Background: an optimization exercise with open tools, aiming at small area and a short achievable clock period. Do not read the settings as production practice. No run shown here included a check of the RTL's function; only the layout flow was run. The flow treats the clock pin as an ideal source, which a real chip does not have. Power figures rest on the tool's default switching activity, not on a simulated workload.

$ cat design/flow/flow/run.sh
#!/bin/bash
# Own layout flow: the standard ORFS layout (standard.sh, which also runs the standard
# synthesis) with two changes:
#  - port buffers are buf_1 instead of the buffer the port buffering picks by default
#    (every input and output port still gets its own buffer; the sizing may upsize it);
#  - before clock-tree synthesis, pre_cts.tcl runs a timing-driven sizing pass (gate
#    upsizing and pin swaps only) aiming at a worst slack SIZE_EXTRA_SLACK ns above the
#    placed one.
# The final report's power-grid check has failed now and then on a placement; if the run
# fails, it is redone from scratch with a slightly smaller sizing target. Each attempt's
# output is in standard_flow_<target>.log; ORFS's own logs are under orfs/logs.
set -uo pipefail
here=$(cd "$(dirname "$0")" && pwd)
export BUFFER_PORTS_ARGS="-buffer_cell sky130_fd_sc_hd__buf_1"
export PRE_CTS_TCL="$here/pre_cts.tcl"
for x in 0.45 0.40 0.35 0.30; do
  rm -rf orfs out/final.def
  if SIZE_EXTRA_SLACK=$x bash standard.sh > "standard_flow_$x.log" 2>&1 && [[ -f out/final.def ]]; then
    echo "layout done with sizing target +$x ns"
    exit 0
  fi
  echo "layout with sizing target +$x ns failed; see standard_flow_$x.log"
done
exit 1
$ cat design/flow/flow/pre_cts.tcl
# Timing-driven gate sizing before CTS: upsize gates and swap pins (no buffering) on the
# worst paths until the worst slack is SIZE_EXTRA_SLACK ns above what placement left.
estimate_parasitics -placement
set ws [worst_slack -max]
puts "pre_cts sizing: worst slack $ws, target [expr {$ws + $::env(SIZE_EXTRA_SLACK)}]"
repair_timing -setup -setup_margin [expr {$ws + $::env(SIZE_EXTRA_SLACK)}] \
  -sequence "sizeup,swap" -repair_tns 0 -verbose
puts "pre_cts sizing: worst slack now [worst_slack -max]"
$ cat design/flow/standard.sh
#!/bin/bash
# synth_recipe.tcl (not shown) runs the flow's synth.tcl, then flattens the netlist and writes it again
# the make line also repeats each setting of config.mk as NAME=value (left out here)
make -C /OpenROAD-flow-scripts/flow DESIGN_CONFIG=/design/flow/config.mk WORK_HOME=/design/flow/orfs CLKGATE_MAP_FILE= SYNTH_SCRIPT=/design/flow/synth_recipe.tcl "${@:-finish}"
$ cat design/flow/config.mk
export PLATFORM = sky130hd
export DESIGN_NAME = pe
export DESIGN_NICKNAME = pe
export VERILOG_FILES = /design/flow/design.v
export SDC_FILE = /design/flow/constraint.sdc
export NUM_CORES = 4
export LEC_CHECK = 0
export CAP_MARGIN = 20
export CORE_MARGIN = 2
export CORE_UTILIZATION = 40
export SLEW_MARGIN = 60
export SYNTH_HIERARCHICAL = 1
export SYNTH_MINIMUM_KEEP_SIZE = 0
$ cat design/flow/constraint.sdc
create_clock -name core_clock -period 10.5 [get_ports {clk}]
set_input_delay 2.1000 -clock core_clock [delete_from_list [all_inputs] [get_ports {clk}]]
set_output_delay 2.1000 -clock core_clock [all_outputs]
set_load 0.01 [all_outputs]
$ cat design/flow/design.v
module fa (
    input  a,
    input  b,
    input  ci,
    output s,
    output co
);
  assign s  = a ^ b ^ ci;
  assign co = (a & b) | (a & ci) | (b & ci);
endmodule
module ha (
    input  a,
    input  b,
    output s,
    output co
);
  assign s  = a ^ b;
  assign co = a & b;
endmodule
module add #(
    parameter HALFWORD_WIDTH = 16
) (
    input  signed [HALFWORD_WIDTH-1:0] A,
    input  signed [HALFWORD_WIDTH-1:0] B,
    output signed [HALFWORD_WIDTH-1:0] out
);
  assign out = A + B;
endmodule
module invb (
    input  [7:0] a,
    output [7:0] y
);
  assign y = ~a;
endmodule
module gate8 (
    input  [7:0] a,
    input        e0,
    input        e1,
    output [7:0] y
);
  assign y = a & {8{e0 & e1}};
endmodule
module signedm #(
    parameter DATA_SIZE      = 8,
    parameter HALFWORD_WIDTH = 16
) (
    input  signed [     DATA_SIZE-1:0] a,
                                       b,
    output signed [HALFWORD_WIDTH-1:0] data_out
);
  assign data_out = a * b;
endmodule
`timescale 1ns / 1ps
module pe (
    input               clk,
    input               rst,
    input  signed [7:0] weight,
    input  signed [7:0] inmap,
    input               inmap_vld,
    input               weight_vld,
    input  signed [7:0] bias,
    output signed [7:0] outmap,
    output              outmap_vld,
    output signed [15:0] outraw
);
  wire v = inmap_vld & weight_vld;
  reg  [4:0]  n;     
  reg  [15:0] acc;   
  wire z = (n == 5'd0);
  wire [15:0] base = (v & z) ? {{5{bias[7]}}, bias, 3'b0} : (v ? acc : 16'd0);
  wire [7:0] wg;
  gate8 u_gw (.a(weight), .e0(inmap_vld), .e1(weight_vld), .y(wg));
  wire one0 = inmap[0] ^ 1'b0;
  wire two0 = (inmap[1] & ~inmap[0] & ~1'b0) | (~inmap[1] & inmap[0] & 1'b0);
  wire neg0 = inmap[1] & ~(inmap[0] & 1'b0);
  wire pp0_0 = ((one0 & wg[0]) | (two0 & 1'b0)) ^ neg0;
  wire pp0_1 = ((one0 & wg[1]) | (two0 & wg[0])) ^ neg0;
  wire pp0_2 = ((one0 & wg[2]) | (two0 & wg[1])) ^ neg0;
  wire pp0_3 = ((one0 & wg[3]) | (two0 & wg[2])) ^ neg0;
  wire pp0_4 = ((one0 & wg[4]) | (two0 & wg[3])) ^ neg0;
  wire pp0_5 = ((one0 & wg[5]) | (two0 & wg[4])) ^ neg0;
  wire pp0_6 = ((one0 & wg[6]) | (two0 & wg[5])) ^ neg0;
  wire pp0_7 = ((one0 & wg[7]) | (two0 & wg[6])) ^ neg0;
  wire pp0_8 = ~(((one0 & wg[7]) | (two0 & wg[7])) ^ neg0);
  wire one1 = inmap[2] ^ inmap[1];
  wire two1 = (inmap[3] & ~inmap[2] & ~inmap[1]) | (~inmap[3] & inmap[2] & inmap[1]);
  wire neg1 = inmap[3] & ~(inmap[2] & inmap[1]);
  wire pp1_0 = ((one1 & wg[0]) | (two1 & 1'b0)) ^ neg1;
  wire pp1_1 = ((one1 & wg[1]) | (two1 & wg[0])) ^ neg1;
  wire pp1_2 = ((one1 & wg[2]) | (two1 & wg[1])) ^ neg1;
  wire pp1_3 = ((one1 & wg[3]) | (two1 & wg[2])) ^ neg1;
  wire pp1_4 = ((one1 & wg[4]) | (two1 & wg[3])) ^ neg1;
  wire pp1_5 = ((one1 & wg[5]) | (two1 & wg[4])) ^ neg1;
  wire pp1_6 = ((one1 & wg[6]) | (two1 & wg[5])) ^ neg1;
  wire pp1_7 = ((one1 & wg[7]) | (two1 & wg[6])) ^ neg1;
  wire pp1_8 = ~(((one1 & wg[7]) | (two1 & wg[7])) ^ neg1);
  wire one2 = inmap[4] ^ inmap[3];
  wire two2 = (inmap[5] & ~inmap[4] & ~inmap[3]) | (~inmap[5] & inmap[4] & inmap[3]);
  wire neg2 = inmap[5] & ~(inmap[4] & inmap[3]);
  wire pp2_0 = ((one2 & wg[0]) | (two2 & 1'b0)) ^ neg2;
  wire pp2_1 = ((one2 & wg[1]) | (two2 & wg[0])) ^ neg2;
  wire pp2_2 = ((one2 & wg[2]) | (two2 & wg[1])) ^ neg2;
  wire pp2_3 = ((one2 & wg[3]) | (two2 & wg[2])) ^ neg2;
  wire pp2_4 = ((one2 & wg[4]) | (two2 & wg[3])) ^ neg2;
  wire pp2_5 = ((one2 & wg[5]) | (two2 & wg[4])) ^ neg2;
  wire pp2_6 = ((one2 & wg[6]) | (two2 & wg[5])) ^ neg2;
  wire pp2_7 = ((one2 & wg[7]) | (two2 & wg[6])) ^ neg2;
  wire pp2_8 = ~(((one2 & wg[7]) | (two2 & wg[7])) ^ neg2);
  wire one3 = inmap[6] ^ inmap[5];
  wire two3 = (inmap[7] & ~inmap[6] & ~inmap[5]) | (~inmap[7] & inmap[6] & inmap[5]);
  wire neg3 = inmap[7] & ~(inmap[6] & inmap[5]);
  wire pp3_0 = ((one3 & wg[0]) | (two3 & 1'b0)) ^ neg3;
  wire pp3_1 = ((one3 & wg[1]) | (two3 & wg[0])) ^ neg3;
  wire pp3_2 = ((one3 & wg[2]) | (two3 & wg[1])) ^ neg3;
  wire pp3_3 = ((one3 & wg[3]) | (two3 & wg[2])) ^ neg3;
  wire pp3_4 = ((one3 & wg[4]) | (two3 & wg[3])) ^ neg3;
  wire pp3_5 = ((one3 & wg[5]) | (two3 & wg[4])) ^ neg3;
  wire pp3_6 = ((one3 & wg[6]) | (two3 & wg[5])) ^ neg3;
  wire pp3_7 = ((one3 & wg[7]) | (two3 & wg[6])) ^ neg3;
  wire pp3_8 = ~(((one3 & wg[7]) | (two3 & wg[7])) ^ neg3);
  wire basen8 = ~pp0_8;
  wire basen9 = ~pp1_7;
  wire basen11 = ~pp2_7;
  wire basen13 = ~pp3_7;
  wire basen15 = ~base[15];
  wire s0, c0;
  fa u_fa0 (.a(neg0), .b(pp0_0), .ci(base[0]), .s(s0), .co(c0));
  wire s1, c1;
  fa u_fa1 (.a(pp0_1), .b(base[1]), .ci(c0), .s(s1), .co(c1));
  wire s2, c2;
  fa u_fa2 (.a(neg1), .b(pp0_2), .ci(pp1_0), .s(s2), .co(c2));
  wire s3, c3;
  fa u_fa3 (.a(base[2]), .b(s2), .ci(c1), .s(s3), .co(c3));
  wire s4, c4;
  fa u_fa4 (.a(pp0_3), .b(pp1_1), .ci(base[3]), .s(s4), .co(c4));
  wire hs0, hc0;
  ha u_ha0 (.a(c2), .b(s4), .s(hs0), .co(hc0));
  wire s5, c5;
  fa u_fa5 (.a(neg2), .b(pp0_4), .ci(pp1_2), .s(s5), .co(c5));
  wire s6, c6;
  fa u_fa6 (.a(pp2_0), .b(base[4]), .ci(s5), .s(s6), .co(c6));
  wire hs1, hc1;
  ha u_ha1 (.a(c4), .b(hc0), .s(hs1), .co(hc1));
  wire s7, c7;
  fa u_fa7 (.a(pp0_5), .b(pp1_3), .ci(pp2_1), .s(s7), .co(c7));
  wire s8, c8;
  fa u_fa8 (.a(base[5]), .b(c5), .ci(s7), .s(s8), .co(c8));
  wire hs2, hc2;
  ha u_ha2 (.a(c6), .b(s8), .s(hs2), .co(hc2));
  wire s9, c9;
  fa u_fa9 (.a(neg3), .b(pp0_6), .ci(pp1_4), .s(s9), .co(c9));
  wire s10, c10;
  fa u_fa10 (.a(pp2_2), .b(pp3_0), .ci(base[6]), .s(s10), .co(c10));
  wire s11, c11;
  fa u_fa11 (.a(c7), .b(s9), .ci(s10), .s(s11), .co(c11));
  wire hs3, hc3;
  ha u_ha3 (.a(c8), .b(s11), .s(hs3), .co(hc3));
  wire s12, c12;
  fa u_fa12 (.a(pp0_7), .b(pp1_5), .ci(pp2_3), .s(s12), .co(c12));
  wire s13, c13;
  fa u_fa13 (.a(pp3_1), .b(base[7]), .ci(c9), .s(s13), .co(c13));
  wire s14, c14;
  fa u_fa14 (.a(s12), .b(c10), .ci(s13), .s(s14), .co(c14));
  wire hs4, hc4;
  ha u_ha4 (.a(c11), .b(s14), .s(hs4), .co(hc4));
  wire s15, c15;
  fa u_fa15 (.a(basen8), .b(pp1_6), .ci(pp2_4), .s(s15), .co(c15));
  wire s16, c16;
  fa u_fa16 (.a(pp3_2), .b(base[8]), .ci(c12), .s(s16), .co(c16));
  wire s17, c17;
  fa u_fa17 (.a(s15), .b(c13), .ci(s16), .s(s17), .co(c17));
  wire hs5, hc5;
  ha u_ha5 (.a(c14), .b(s17), .s(hs5), .co(hc5));
  wire s18, c18;
  fa u_fa18 (.a(basen9), .b(pp2_5), .ci(pp3_3), .s(s18), .co(c18));
  wire s19, c19;
  fa u_fa19 (.a(pp0_8), .b(base[9]), .ci(c15), .s(s19), .co(c19));
  wire s20, c20;
  fa u_fa20 (.a(s18), .b(c16), .ci(s19), .s(s20), .co(c20));
  wire hs6, hc6;
  ha u_ha6 (.a(c17), .b(s20), .s(hs6), .co(hc6));
  wire s21, c21;
  fa u_fa21 (.a(pp1_8), .b(pp2_6), .ci(pp3_4), .s(s21), .co(c21));
  wire s22, c22;
  fa u_fa22 (.a(pp1_7), .b(base[10]), .ci(c18), .s(s22), .co(c22));
  wire s23, c23;
  fa u_fa23 (.a(s21), .b(c19), .ci(s22), .s(s23), .co(c23));
  wire hs7, hc7;
  ha u_ha7 (.a(c20), .b(s23), .s(hs7), .co(hc7));
  wire s24, c24;
  fa u_fa24 (.a(basen11), .b(pp3_5), .ci(base[11]), .s(s24), .co(c24));
  wire s25, c25;
  fa u_fa25 (.a(c21), .b(s24), .ci(c22), .s(s25), .co(c25));
  wire hs8, hc8;
  ha u_ha8 (.a(c23), .b(s25), .s(hs8), .co(hc8));
  wire s26, c26;
  fa u_fa26 (.a(pp2_8), .b(pp3_6), .ci(pp2_7), .s(s26), .co(c26));
  wire s27, c27;
  fa u_fa27 (.a(base[12]), .b(s26), .ci(c24), .s(s27), .co(c27));
  wire hs9, hc9;
  ha u_ha9 (.a(s27), .b(c25), .s(hs9), .co(hc9));
  wire s28, c28;
  fa u_fa28 (.a(basen13), .b(base[13]), .ci(c26), .s(s28), .co(c28));
  wire hs10, hc10;
  ha u_ha10 (.a(s28), .b(c27), .s(hs10), .co(hc10));
  wire s29, c29;
  fa u_fa29 (.a(pp3_8), .b(pp3_7), .ci(base[14]), .s(s29), .co(c29));
  wire hs11, hc11;
  ha u_ha11 (.a(s29), .b(c28), .s(hs11), .co(hc11));
  wire w0 = basen15 ^ c29;
  wire [15:0] sx = {w0, hs11, hs10, hs9, hs8, hc6, hc5, hc4, hc3, hc2, hc1, s6, hs0, s3, s1, s0};
  wire [15:0] sy = {hc11, hc10, hc9, hc8, hc7, hs7, hs6, hs5, hs4, hs3, hs2, hs1, c3, 1'b0, 1'b0, 1'b0};
  wire [15:0] t = sx + sy;
  wire [6:0] r = t[9:3] + t[2];
  assign outraw = t;
  assign outmap = {1'b0, r & {7{~t[15]}}};
  assign outmap_vld = (n == 5'd24);
  always @(posedge clk) acc <= t | (acc & {16{~v}});
  always @(posedge clk or posedge rst) begin
    if (rst) n <= 5'd0;
    else if (v) n <= (n == 5'd24) ? 5'd0 : n + 5'd1;
  end
endmodule
==> results of run 1 <==
-- through the flow --
stage	setup slack, ns	util (%)	cells	cell area [um2]	hold WS (ns)
final	2.16	46.6	492	3590	0.449
after global routing	1.81	46.6	492	3590	0.474
after CTS	2.17	46.5	492	3570	0.452
after floorplan	2.13	-	359	3170	0.418
after detailed placement	1.77	44.1	488	3390	0.431
after global placement	1.49	44.0	488	3390	0.425
-- per-layer routing --
layer  global-route usage, %  wire [um]  up-vias
met5                       0          0        -
met4                    4.66         65        0
met3                    1.61        263        6
met2                    28.7       3040       55
met1                    26.4       3710     1203
li1                        -          -     1302
-- kinds of logic after synthesis --
group,synth area share [%]
AOI/OAI and AO/OA,19.1
xor gates and xnor gates,12.4
adders and majority gates,31.8
buffers and inverters,5.13
DFF,14.1
muxes,0.987
other,0.118
and+or+nand+nor,16.3
-- worst register-to-register path, stage by stage, from the launching register on --
cell      delay, ns
dfrtp_1        0.43
inv_1          0.07
ha_1           0.17
or4b_4         0.48
nor2b_1        0.18
buf_4          0.21
a22o_1         0.23
fa_1           0.51
fa_1           0.42
ha_1           0.29
ha_1           0.37
nor2_1         0.06
a21oi_1        0.29
a31oi_4        0.16
o211ai_1       0.31
xnor2_2        0.20
a21o_1         0.19
-- Yosys stat by module, one instance, submodules excluded --
module	copies in the design	cells
gate8	1	8
pe	1	309
fa	30	1
ha	12	1
-- state kept, by name (all words and copies together) (netlist names) --
register,count
n,5
acc,16
-- power breakdown --
part | switching [mW] | internal [mW] | total, mW
combinational | 0.580 | 0.444 | 1.02
sequential | 0.0199 | 0.113 | 0.133
clock | 0.0273 | 0.0264 | 0.0538
total | 0.627 | 0.583 | 1.21
-- worst paths after layout --
path	endpoint
worst max-delay path	outmap[1]
worst min-delay path	acc[1]
max in group asynchronous	n[1]
min in group asynchronous	n[2]
worst max register to register	acc[15]
worst min register to register	acc[1]
-- placed cells by master (no fill, tap or decap), types with 4 or more instances in the layout --
| master | n |
|---|---|
| buf_1 | 46 |
| nand2_1 | 33 |
| xnor2_1 | 32 |
| fa_1 | 31 |
| ha_1 | 26 |
| a21o_1 | 19 |
| a22oi_1 | 18 |
| o21ai_0 | 17 |
| dfxtp_1 | 16 |
| nand3_1 | 14 |
| inv_1 | 11 |
| nor2_1 | 11 |
| nand2b_1 | 10 |
| a22o_1 | 10 |
| a21oi_1 | 9 |
| xor2_1 | 9 |
| nor2b_1 | 5 |
| dfrtp_1 | 5 |
| and2_1 | 4 |
| and3_1 | 4 |
| ha_4 | 4 |
-- cell type report --
| class | count | area, um2 |
|---|---|---|
| multi-input combinational | 299 | 2690 |
| clock inverter | 1 | 5.00 |
| timing repair buffer | 52 | 216 |
| tap | 102 | 128 |
| inverter | 14 | 57.6 |
| sequential | 21 | 445 |
| clock buffer | 3 | 41.3 |
| fill | 781 | 4100 |
==> flow_summary.json, run 1 <==
{
  "row_count": 32,
  "netlist_top_cells_count": "34 x nand2_1, 34 x xnor2_1, 31 x fa_1, 31 x ha_1",
  "syn_inst": 359,
  "first_pass_iters": 4,
  "synth-seq-cells": 21,
  "fp.dieH_um": 93.0,
  "path_common_cell": "fa_1",
  "drv_slew": 0,
  "viasPerCell": 5.22,
  "hold_path_depth": 1,
  "drtIter0Drc": 69,
  "worstReg2RegStart": "n[0]",
  "syn_nets": 449,
  "area_growth_pct": 13.1,
  "path_delay_family": "adder cells",
  "syn_area_um2": 3170,
  "gp_congestion": 0.902,
  "first_global_vias": 2580,
  "p_total_mw": 1.21,
  "async_flop_share_pct": 23.8,
  "worst-path-stages": 18,
  "worstSkewPairLatency_ns": 0.26,
  "wl_per_cell_um": 14.4,
  "cp_max_fo": 9,
  "diodes": 0,
  "peakVddDrop_v": 0.000277,
  "grt_overflow_total": 0,
  "synth_edf_count": 0,
  "cp.arrival_ns": 6.24,
  "cts_buffers": 3,
  "cts_sinks": 21,
  "hold_buffers": 0,
  "remaining_drc_errors": 0,
  "cp.required_ns": 8.40,
  "fin_worst_skew_ns": 0.00931,
  "tightest_slew_ns": 0.514,
  "endpoint_kind": "primary output",
  "coreArea_um2": 7690,
  "slew_headroom_pct": 65.5,
  "synth_largest_area_cell": "fa_1",
  "io_pins": 53,
  "hold_viol_final": 0,
  "path_clk_slew_ns": 0.08,
  "routed_wl_mm": 7.08,
  "drive_above_1_share_pct": 10.0,
  "io_buffers": 51,
  "r2r_setup_slack_ns": 5.84,
  "synth_area_leaders": "fa_1 20%, ha_1 12%, dfxtp_1 10%",
  "ys.flop_type": "dfxtp_1",
  "drv_cap": 0,
  "syn_avg_cell_area_um2": 8.83,
  "grt_pass1_wl_mm": 12.5,
  "path_buf_inv": 3,
  "synthDistinctLibCells": 47,
  "dp_hpwl_mm": 5.79,
  "p_per_area_nw_per_um2": 338,
  "fin_nets": 481,
  "outcome": "no timing/DRC/antenna violations",
  "critPathSlowestCell": "fa_1",
  "cts_setup_buffers": 0,
  "grt_setup_unrepaired": "no",
  "hold_path_class": "register to register",
  "start_util_pct": 41.2,
  "critical_path.max_stage_delay_ns": 0.51,
  "tns_ns": 0,
  "cts_tree": "done",
  "start_kind": "primary input",
  "die-area_um2": 8650,
  "post-route-period-util_pct": 79.4,
  "leakagePower_nw": 1.49,
  "vias": 2566,
  "fmax_mhz": 120,
  "grt_use_total_pct": 18.0,
  "finalSetupViolations": 0,
  "cts.repair.resized": 38,
  "crit_type": "primary input to primary output",
  "min_period_ns": 8.34,
  "ant_nets": 0,
  "dieWidth_um": 93.0,
  "synth.top_cell.area_share_pct": 19.6,
  "grt_max_degree": 26,
  "antenna_found_initial": 0,
  "rr_worst_depth": 16,
  "worstHoldStart": "acc[1]",
  "cp-startpoint": "inmap[2]",
  "ys_warn_count": 7,
  "seq_area_frac_synth_pct": 14.1,
  "crit_chain": "buf_1 -> nand2_1 -> o21ai_2 -> a22o_1 -> xnor2_2 -> inv_1 -> fa_1 -> fa_1 -> fa_1 -> ha_1 -> ha_4 -> nand2_1 -> nor2_1 -> nand3_1 -> o211ai_1 -> xnor2_2 -> nor2b_1 -> buf_1"
}
==> run 2: changes to the inputs <==
==> design/flow/flow/run.sh (replaced) <==
#!/bin/bash
# Own layout flow: the standard ORFS layout (standard.sh) with two changes:
#  - port buffers use buf_2 instead of the buffer the port buffering picks by default
#    (every input and output port still gets its own buffer);
#  - before clock-tree synthesis, a timing-driven sizing pass (gate upsizing and pin
#    swaps only, no new buffers) aims at a worst slack somewhat above the placed one.
set -euo pipefail
here=$(cd "$(dirname "$0")" && pwd)
export BUFFER_PORTS_ARGS="-buffer_cell sky130_fd_sc_hd__buf_2"
export PRE_CTS_TCL="$here/pre_cts.tcl"
export SIZE_EXTRA_SLACK="${SIZE_EXTRA_SLACK:-0.35}"
bash standard.sh > standard_flow.log 2>&1
==> run 2 against run 1 <==
  * Count of clock-buffer cells in the layout is 1 higher
  * Critical path depth is 1 lower
  * Cell area is 1.6% lower
  * Non-clock buffer count stayed put
  * Sequential power hardly changed
  * Combinational power hardly changed
  * Maximum frequency is 2.3% lower
  * Largest cell class unchanged
  * Highest routed layer unchanged
==> flow_summary.json, run 2 <==
{
  "outcome": "no timing/DRC/antenna violations",
  "cts_sinks": 21,
  "grt_pass1_wl_mm": 12.4,
  "p_switching_mw": 0.604,
  "gp_congestion": 0.862,
  "drv_cap": 0,
  "synthDistinctLibCells": 47,
  "final_core_util_pct": 45.9,
  "syn_avg_cell_area_um2": 8.83,
  "synth_edf_count": 0,
  "first_global_vias": 2561,
  "grt_use_total_pct": 17.7,
  "hold_buffers": 0,
  "p_total_mw": 1.19,
  "vias": 2618,
  "ant_nets": 0,
  "syn_area_um2": 3170,
  "final_common_cell": "buf_2",
  "ys_warn_count": 7,
  "p_seq_share_pct": 11.3,
  "cts_tree": "done",
  "path_clk_slew_ns": 0.08,
  "yosys.area_share.simple_pct": 16.3,
  "p_per_area_nw_per_um2": 336,
  "cp.required_ns": 8.40,
  "diodes": 0,
  "peakVddDrop_v": 0.000290,
  "reg_top3": "acc: 16 flops, n: 5 flops",
  "most-common-layout-cells": "50 x buf_2, 34 x nand2_1, 33 x xnor2_1",
  "layout_setup_ws_ns": 1.97,
  "min_period_ns": 8.53,
  "viasPerCell": 5.32,
  "crit_chain": "buf_6 -> ha_2 -> a22o_1 -> xnor2_2 -> inv_1 -> fa_1 -> fa_1 -> fa_1 -> ha_1 -> ha_2 -> a21oi_2 -> o21ai_0 -> nand3_1 -> o211ai_1 -> xnor2_2 -> nor2_1 -> buf_2",
  "io_pins": 53,
  "dp_hpwl_mm": 5.89,
  "p_int_mw": 0.583,
  "synthAdderAreaFrac_pct": 31.8,
  "synth_largest_area_cell": "fa_1",
  "syn_inst": 359,
  "endpoint_kind": "primary output",
  "cp.arrival_ns": 6.43,
  "path_common_cell": "fa_1",
  "start_kind": "primary input",
  "synth_xor_xnor_area_share_pct": 12.4,
  "async_flop_share_pct": 23.8,
  "fillerInstances": 793,
  "rr_worst_depth": 16,
  "antenna_found_initial": 0,
  "hold_viol_final": 0,
  "tns_ns": 0,
  "syn_nets": 449,
  "fin_worst_skew_ns": 0.00243,
  "grt_setup_unrepaired": "no",
  "routed_wl_mm": 7.17,
  "post-route-period-util_pct": 81.3,
  "slew_headroom_pct": 64.6,
  "die-area_um2": 8650,
  "dieWidth_um": 93.0,
  "pre_cts_slack_ns": 1.67,
  "final_area_um2": 3530,
  "crit_type": "primary input to primary output",
  "synth.top_cell.area_share_pct": 19.6,
  "dpl.cell_count": 488,
  "layout.cells.non_filler": 492,
  "holdWs_ns": 0.447,
  "grt_overflow_total": 0,
  "start_util_pct": 41.2,
  "regMostFlops": "acc",
  "leakagePower_nw": 1.61,
  "netlist_top_cells_count": "34 x nand2_1, 34 x xnor2_1, 31 x fa_1, 31 x ha_1",
  "finalSetupViolations": 0,
  "cts_buffers": 3,
  "synth-seq-cells": 21,
  "wl_per_cell_um": 14.6,
  "first_pass_iters": 5,
  "cp_max_fo": 20,
  "area_growth_pct": 11.3,
  "drv_slew": 0,
  "largest_reg_flops": 16,
  "dpl_cell_area_um2": 3460,
  "combPwrFrac_pct": 84.1,
  "p_clk_share_pct": 4.6,
  "critPathSlowestCell": "fa_1",
  "sw_frac_of_total_pct": 50.9,
  "drive_above_1_share_pct": 17.9,
  "remaining_drc_errors": 0,
  "row_count": 32,
  "io_buffers": 51,
  "drtIter0Drc": 78,
  "synth_top_family_by_area": "adder cells",
  "seq_area_frac_synth_pct": 14.1,
  "synth_area_leaders": "fa_1 20%, ha_1 12%, dfxtp_1 10%",
  "worstSkewPairLatency_ns": 0.26,
  "synth_compound_area_share_pct": 19.1,
  "hold_path_depth": 1,
  "fin_nets": 481,
  "coreArea_um2": 7690,
  "synth_mux_area_share_pct": 0.987,
  "grt_max_degree": 26,
  "fmax_mhz": 117,
  "ys.flop_type": "dfxtp_1",
  "critical_path.max_stage_delay_ns": 0.52,
  "hold_path_class": "register to register",
  "tightest_slew_ns": 0.527,
  "fp.dieH_um": 93.0
}
==> run 2: cell type report <==
type / count / area [um2] / area share [%]
Clock buffer: 4 / 45.0 / 1.28
Multi-Input combinational cell: 299 / 2590 / 73.4
Tap cell: 102 / 128 / 3.62
Timing Repair Buffer: 52 / 269 / 7.62
Inverter: 14 / 52.6 / 1.49
Sequential cell: 21 / 445 / 12.6
==> run 2: path summary, 6_finish.rpt <==
| kind | start | slack, ns | endpoint |
|---|---|---|---|
| max in group asynchronous | rst | 8.59 | n[3] |
| worst min-delay path | acc[0] | 0.45 | acc[0] |
| worst max-delay path | inmap[1] | 1.97 | outmap[5] |
| worst max register to register | n[0] | 5.90 | acc[15] |
| worst min register to register | acc[0] | 0.45 | acc[0] |
| min in group asynchronous | rst | 1.73 | n[0] |
==> run 2: critical path: cells and delay by family <==
kind / cells / cell delay, ns
buffers and inverters: 3 / 0.40
adder cells (fa/ha/maj): 6 / 2.37
AND/OR/NAND/NOR: 2 / 0.19
XOR/XNOR: 2 / 0.65
AO/OA/AOI/OAI: 4 / 0.70
==> run 2: per-module statistics from Yosys, one instance, submodules excluded <==
module,cells,copies in the design,area (um2),flops+latches
pe,309,1,2370,21
gate8,8,1,50.0,0
fa,1,30,20.0,0
ha,1,12,12.5,0
==> run 2: what timing repair did <==
action,4_1_cts,5_1_grt
gates resized for setup,8,0
buffers inserted,0,0
endpoints found under the setup margin,10,0
==> run 2: power groups by stage <==
stage / clock, mW / combinational (mW) / sequential, mW
2_1_floorplan: 0 / 0.716 / 0.129
3_3_place_gp: 0 / 0.980 / 0.134
3_5_place_dp: 0 / 0.989 / 0.135
4_1_cts: 0.0565 / 1.01 / 0.134
5_1_grt: 0.0597 / 1.13 / 0.138
6_report: 0.0545 / 0.998 / 0.134
==> run 2: per-layer routing <==
metal	global-route usage, %	wire length [um]	part of all wire [%]
met3	1.21	421	5.9
met1	26.1	3510	49
met2	27.8	3120	44
met4	5.64	111	1.5
met5	0	0	0
==> run 2: cell families after synthesis <==
| family | after synthesis |
|---|---|
| buf+inv | 39 |
| xor+xnor | 44 |
| fa+ha+maj | 62 |
| flops | 21 |
| compound gates | 88 |
| simple gates | 101 |
| other cells | 1 |
| mux | 3 |

re-timing with driven ports:
The results above use ideal ports. As a check the final layouts listed here were re-extracted and re-timed, cells and wires unchanged.
Step 1, drivers: a clkbuf_16 drives clk and a buf_2 each remaining input, both assumed.
Step 2, shift: input delay + t, output delay - t, t = (earliest + latest rising clock arrival at the registers) / 2. This alone moves slack from input paths to output paths.
Three values: ideal, step 1, step 2; two values: the first two.
run | shift t [ns] | setup WS [ns] | worst setup path after step 2 | slew at the worst register clock pin (ns) | pins driven straight from the clock port
run 1 | 0.284 | 2.160 / 2.125 / 2.125 | input to output | 0.08 / 0.08 | 1
run 2 | 0.287 | 1.965 / 1.927 / 1.927 | input to output | 0.08 / 0.08 | 1
After both steps setup and hold are still met in every run listed. For run 2, which loses most, drivers alone change the setup slack by -0.038 ns; drivers and shift together by -0.038 ns.
